Source: an optimization exercise on an open RTL-to-GDS flow (aim: small area, a short achievable clock period and few clock cycles per item). Production flows keep margins and buffers that such runs may drop. In this exercise RTL edits were held to simulation tests only and were not proved equivalent to the original.

==> flow/design.v <==
`timescale 1ns / 1ps
module hash (
    input  logic         clk,
    input  logic         rst_n,
    input  logic         rx_valid,
    input  logic [7:0]   rx_data,
    output logic         hash_done,
    output logic [255:0] fin_hash
);
  localparam logic [31:0] IV0 = 32'h6a09e667, IV1 = 32'hbb67ae85,
                          IV2 = 32'h3c6ef372, IV3 = 32'ha54ff53a,
                          IV4 = 32'h510e527f, IV5 = 32'h9b05688c,
                          IV6 = 32'h1f83d9ab, IV7 = 32'h5be0cd19;
  logic       in_byte, in_term;    
  logic [7:0] in_data;
  always_ff @(posedge clk or negedge rst_n)
    if (!rst_n) begin
      in_byte <= 1'b0;
      in_term <= 1'b0;
    end else begin
      in_byte <= rx_valid && (rx_data != 8'h0d);
      in_term <= rx_valid && (rx_data == 8'h0d);
    end
  always_ff @(posedge clk) in_data <= rx_data;
  logic       recv;       
  logic       gen;        
  logic [5:0] cnt;        
  logic [5:0] w;          
  logic       wf;         
  logic       qv, ql;     
  logic       done;
  logic wr, term, put, newword, shift, start;
  assign wr      = in_byte && !gen;           
  assign term    = in_term && recv;           
  assign start   = in_byte && !recv && !gen;  
  assign put     = wr || term;                
  assign newword = (cnt[1:0] == 2'd0);
  assign shift   = (put && newword) || (gen && (w != 6'd63));
  always_ff @(posedge clk or negedge rst_n)
    if (!rst_n) begin
      recv <= 1'b0;
      gen  <= 1'b0;
      cnt  <= '0;
      w    <= '0;
      wf   <= 1'b0;
      qv   <= 1'b0;
      ql   <= 1'b0;
      done <= 1'b0;
    end else begin
      qv   <= wf;
      ql   <= wf && (w == 6'd63);
      done <= qv && ql;
      wf   <= 1'b0;
      if (gen) begin
        if (w != 6'd63) begin
          w  <= w + 6'd1;
          wf <= 1'b1;
        end else begin
          gen <= 1'b0;
          cnt <= '0;
        end
      end else if (term) begin
        recv <= 1'b0;
        gen  <= 1'b1;
        w    <= cnt[5:2];
        wf   <= 1'b1;
      end else if (wr) begin
        recv <= 1'b1;
        cnt  <= cnt + 6'd1;
        w    <= cnt[5:2];
        wf   <= (cnt[1:0] == 2'd3);
      end
    end
  logic [31:0] W [0:15];
  logic [31:0] sched, genword;
  logic [7:0]  pbyte;
  logic [31:0] w1s, w1c, w2s, w2c;
  assign {w1c, w1s} = csa(W[9], W[0], ssig0(W[1]));
  assign {w2c, w2s} = csa(w1s, w1c, ssig1(W[14]));
  assign sched   = w2s + w2c;
  assign genword = (w[5:4] != 2'b00 || w[3:0] == 4'd15) ? sched :
                   (w[3:0] == 4'd14) ? {23'd0, cnt, 3'd0} : 32'd0;
  assign pbyte   = term ? 8'h80 : in_data;
  always_ff @(posedge clk) begin
    if (shift)
      for (int i = 0; i < 15; i++) W[i] <= W[i+1];
    if (gen) begin
      if (w != 6'd63) W[15] <= genword;
    end else if (put) begin
      for (int j = 0; j < 4; j++) begin
        if (cnt[1:0] == 2'(j))
          W[15][31-8*j -: 8] <= pbyte;
        else if (newword)
          W[15][31-8*j -: 8] <= 8'd0;
      end
    end
  end
  logic [31:0] q;
  always_ff @(posedge clk) q <= ROM(w) + W[15];
  logic [31:0] a, b, c, d, e, f, g, h;
  logic [31:0] s1, chv, s0, mj, an, en;
  logic [31:0] a1s, a1c, b1s, b1c, a2s, a2c, a3s, a3c;
  logic [31:0] e1s, e1c, e2s, e2c, e3s, e3c;
  assign s1  = bsig1(e);
  assign chv = ch(e, f, g);
  assign s0  = bsig0(a);
  assign mj  = maj(a, b, c);
  assign {a1c, a1s} = csa(h, q, mj);
  assign {b1c, b1s} = csa(s1, chv, s0);
  assign {a2c, a2s} = csa(a1s, a1c, b1s);
  assign {a3c, a3s} = csa(a2s, a2c, b1c);
  assign an = a3s + a3c;
  logic [31:0] ef, exs, exc;
  assign ef = ql ? (IV4 - IV0) : 32'd0;
  assign {e1c, e1s} = csa(d, h, q);
  assign {exc, exs} = csa(e1s, e1c, ef);
  assign {e2c, e2s} = csa(exs, exc, s1);
  assign {e3c, e3s} = csa(e2s, e2c, chv);
  assign en = e3s + e3c;
  always_ff @(posedge clk) begin
    if (start) begin
      a <= IV0; b <= IV1; c <= IV2; d <= IV3;
      e <= IV4; f <= IV5; g <= IV6; h <= IV7;
    end else if (qv) begin
      a <= an;                         b <= a + (ql ? IV1 : 32'd0);
      c <= b + (ql ? IV2 : 32'd0);     d <= c + (ql ? IV3 : 32'd0);
      e <= en;                         f <= e + (ql ? IV5 : 32'd0);
      g <= f + (ql ? IV6 : 32'd0);     h <= g + (ql ? IV7 : 32'd0);
    end
  end
  assign hash_done = done;
  assign fin_hash  = {a, b, c, d, e, f, g, h};
  function automatic logic [63:0] csa(input logic [31:0] x, y, z);
    csa = {((x & y) | (x & z) | (y & z)) << 1, x ^ y ^ z};
  endfunction
  function automatic logic [31:0] rotr(input logic [31:0] x, input int n);
    rotr = (x >> n) | (x << (32 - n));
  endfunction
  function automatic logic [31:0] bsig0(input logic [31:0] x);
    bsig0 = rotr(x, 2) ^ rotr(x, 13) ^ rotr(x, 22);
  endfunction
  function automatic logic [31:0] bsig1(input logic [31:0] x);
    bsig1 = rotr(x, 6) ^ rotr(x, 11) ^ rotr(x, 25);
  endfunction
  function automatic logic [31:0] ssig0(input logic [31:0] x);
    ssig0 = rotr(x, 7) ^ rotr(x, 18) ^ (x >> 3);
  endfunction
  function automatic logic [31:0] ssig1(input logic [31:0] x);
    ssig1 = rotr(x, 17) ^ rotr(x, 19) ^ (x >> 10);
  endfunction
  function automatic logic [31:0] ch(input logic [31:0] x, y, z);
    ch = (x & y) ^ (~x & z);
  endfunction
  function automatic logic [31:0] maj(input logic [31:0] x, y, z);
    maj = (x & y) ^ (x & z) ^ (y & z);
  endfunction
  function automatic logic [31:0] ROM(input logic [5:0] idx);
    case (idx)
      6'd0: ROM = 32'h428a2f98;
      6'd1: ROM = 32'h71374491;
      6'd2: ROM = 32'hb5c0fbcf;
      6'd3: ROM = 32'he9b5dba5;
      6'd4: ROM = 32'h3956c25b;
      6'd5: ROM = 32'h59f111f1;
      6'd6: ROM = 32'h923f82a4;
      6'd7: ROM = 32'hab1c5ed5;
      6'd8: ROM = 32'hd807aa98;
      6'd9: ROM = 32'h12835b01;
      6'd10: ROM = 32'h243185be;
      6'd11: ROM = 32'h550c7dc3;
      6'd12: ROM = 32'h72be5d74;
      6'd13: ROM = 32'h80deb1fe;
      6'd14: ROM = 32'h9bdc06a7;
      6'd15: ROM = 32'hc19bf174;
      6'd16: ROM = 32'he49b69c1;
      6'd17: ROM = 32'hefbe4786;
      6'd18: ROM = 32'h0fc19dc6;
      6'd19: ROM = 32'h240ca1cc;
      6'd20: ROM = 32'h2de92c6f;
      6'd21: ROM = 32'h4a7484aa;
      6'd22: ROM = 32'h5cb0a9dc;
      6'd23: ROM = 32'h76f988da;
      6'd24: ROM = 32'h983e5152;
      6'd25: ROM = 32'ha831c66d;
      6'd26: ROM = 32'hb00327c8;
      6'd27: ROM = 32'hbf597fc7;
      6'd28: ROM = 32'hc6e00bf3;
      6'd29: ROM = 32'hd5a79147;
      6'd30: ROM = 32'h06ca6351;
      6'd31: ROM = 32'h14292967;
      6'd32: ROM = 32'h27b70a85;
      6'd33: ROM = 32'h2e1b2138;
      6'd34: ROM = 32'h4d2c6dfc;
      6'd35: ROM = 32'h53380d13;
      6'd36: ROM = 32'h650a7354;
      6'd37: ROM = 32'h766a0abb;
      6'd38: ROM = 32'h81c2c92e;
      6'd39: ROM = 32'h92722c85;
      6'd40: ROM = 32'ha2bfe8a1;
      6'd41: ROM = 32'ha81a664b;
      6'd42: ROM = 32'hc24b8b70;
      6'd43: ROM = 32'hc76c51a3;
      6'd44: ROM = 32'hd192e819;
      6'd45: ROM = 32'hd6990624;
      6'd46: ROM = 32'hf40e3585;
      6'd47: ROM = 32'h106aa070;
      6'd48: ROM = 32'h19a4c116;
      6'd49: ROM = 32'h1e376c08;
      6'd50: ROM = 32'h2748774c;
      6'd51: ROM = 32'h34b0bcb5;
      6'd52: ROM = 32'h391c0cb3;
      6'd53: ROM = 32'h4ed8aa4a;
      6'd54: ROM = 32'h5b9cca4f;
      6'd55: ROM = 32'h682e6ff3;
      6'd56: ROM = 32'h748f82ee;
      6'd57: ROM = 32'h78a5636f;
      6'd58: ROM = 32'h84c87814;
      6'd59: ROM = 32'h8cc70208;
      6'd60: ROM = 32'h90befffa;
      6'd61: ROM = 32'ha4506ceb;
      6'd62: ROM = 32'hbef9a3f7;
      6'd63: ROM = 32'hc67178f2 + 32'h6a09e667;  
      default: ROM = 32'h0;
    endcase
  endfunction
endmodule
==> flow/config.mk <==
export PLATFORM = sky130hd
export DESIGN_NAME = hash
export DESIGN_NICKNAME = hash
export VERILOG_FILES = /design/flow/design.v
export SDC_FILE = /design/flow/constraint.sdc
export NUM_CORES = 4
export LEC_CHECK = 0
export CAP_MARGIN = 20
export CORE_MARGIN = 2
export CORE_UTILIZATION = 40
export SETUP_SLACK_MARGIN = 5
export SLEW_MARGIN = 20
==> flow/constraint.sdc <==
create_clock -name core_clock -period 11.0 [get_ports {clk}]
set_input_delay 2.2000 -clock core_clock [delete_from_list [all_inputs] [get_ports {clk}]]
set_output_delay 2.2000 -clock core_clock [all_outputs]
set_load 0.01 [all_outputs]
run.sh (not shown) runs the stock make flow with config.mk's settings and CLKGATE_MAP_FILE= SYNTH_SCRIPT=/design/flow/synth_recipe.tcl, a recipe that flattens the netlist after the stock synthesis.
The starting point ran to the end with no violations.
Testbench counts at the start, summed over its fixed seeds: cycles 17,024, items 192.
Change:
--- a/flow/design.v
+++ b/flow/design.v
@@ -110,11 +110,8 @@
   assign {a2c, a2s} = csa(a1s, a1c, b1s);
   assign {a3c, a3s} = csa(a2s, a2c, b1c);
   assign an = a3s + a3c;
-  logic [31:0] ef, exs, exc;
-  assign ef = ql ? (IV4 - IV0) : 32'd0;
   assign {e1c, e1s} = csa(d, h, q);
-  assign {exc, exs} = csa(e1s, e1c, ef);
-  assign {e2c, e2s} = csa(exs, exc, s1);
+  assign {e2c, e2s} = csa(e1s, e1c, s1);
   assign {e3c, e3s} = csa(e2s, e2c, chv);
   assign en = e3s + e3c;
   always_ff @(posedge clk) begin
@@ -122,14 +119,13 @@
       a <= IV0; b <= IV1; c <= IV2; d <= IV3;
       e <= IV4; f <= IV5; g <= IV6; h <= IV7;
     end else if (qv) begin
-      a <= an;                         b <= a + (ql ? IV1 : 32'd0);
-      c <= b + (ql ? IV2 : 32'd0);     d <= c + (ql ? IV3 : 32'd0);
-      e <= en;                         f <= e + (ql ? IV5 : 32'd0);
-      g <= f + (ql ? IV6 : 32'd0);     h <= g + (ql ? IV7 : 32'd0);
+      a <= an; b <= a; c <= b; d <= c;
+      e <= en; f <= e; g <= f; h <= g;
     end
   end
   assign hash_done = done;
-  assign fin_hash  = {a, b, c, d, e, f, g, h};
+  assign fin_hash  = {a + IV0, b + IV1, c + IV2, d + IV3,
+                      e + IV4, f + IV5, g + IV6, h + IV7};
   function automatic logic [63:0] csa(input logic [31:0] x, y, z);
     csa = {((x & y) | (x & z) | (y & z)) << 1, x ^ y ^ z};
   endfunction
@@ -219,7 +215,7 @@
       6'd60: ROM = 32'h90befffa;
       6'd61: ROM = 32'ha4506ceb;
       6'd62: ROM = 32'hbef9a3f7;
-      6'd63: ROM = 32'hc67178f2 + 32'h6a09e667;  
+      6'd63: ROM = 32'hc67178f2;
       default: ROM = 32'h0;
     endcase
   endfunction
The new run ran to the end with no violations.
Cell area drops by a few percent.
Hold slack is about the same.
Core utilization climbs by 0.47 points.
Via count drops by a little under a tenth.
Sequential cell count stays the same.
Routed wire length drops by a little under a tenth.
Register-to-register slack loses 0.06 ns.
Count of clock-buffer cells in the layout drops by 13.
Setup slack loses 0.20 ns.
Testbench counts after the change, summed over its fixed seeds: cycles 17,024, items 192.

-- afterwards: timing with drivers on the ports --
The flow's constraints put no driver on any port. The routed layouts listed below were extracted and timed again, unchanged, in two steps.
Step 1: set_driving_cell puts a clkbuf_16 on clk and a buf_2 on each other input, an assumption about the parent block.
Step 2, shift: input delay + t, output delay - t, t = (earliest + latest rising clock arrival at the registers) / 2. This alone moves slack from input paths to output paths.
Three values: ideal ports, drivers, drivers and shift; two values: the first two.
run	shift t [ns]	setup slack, ns	worst setup path at the end	pins driven straight from the clock port
the first run	0.776	5.202 / 5.202 / 5.202	register to register	1
the second run	0.725	5.001 / 4.934 / 5.141	register to register	1
After both steps setup and hold are still met in every run listed.
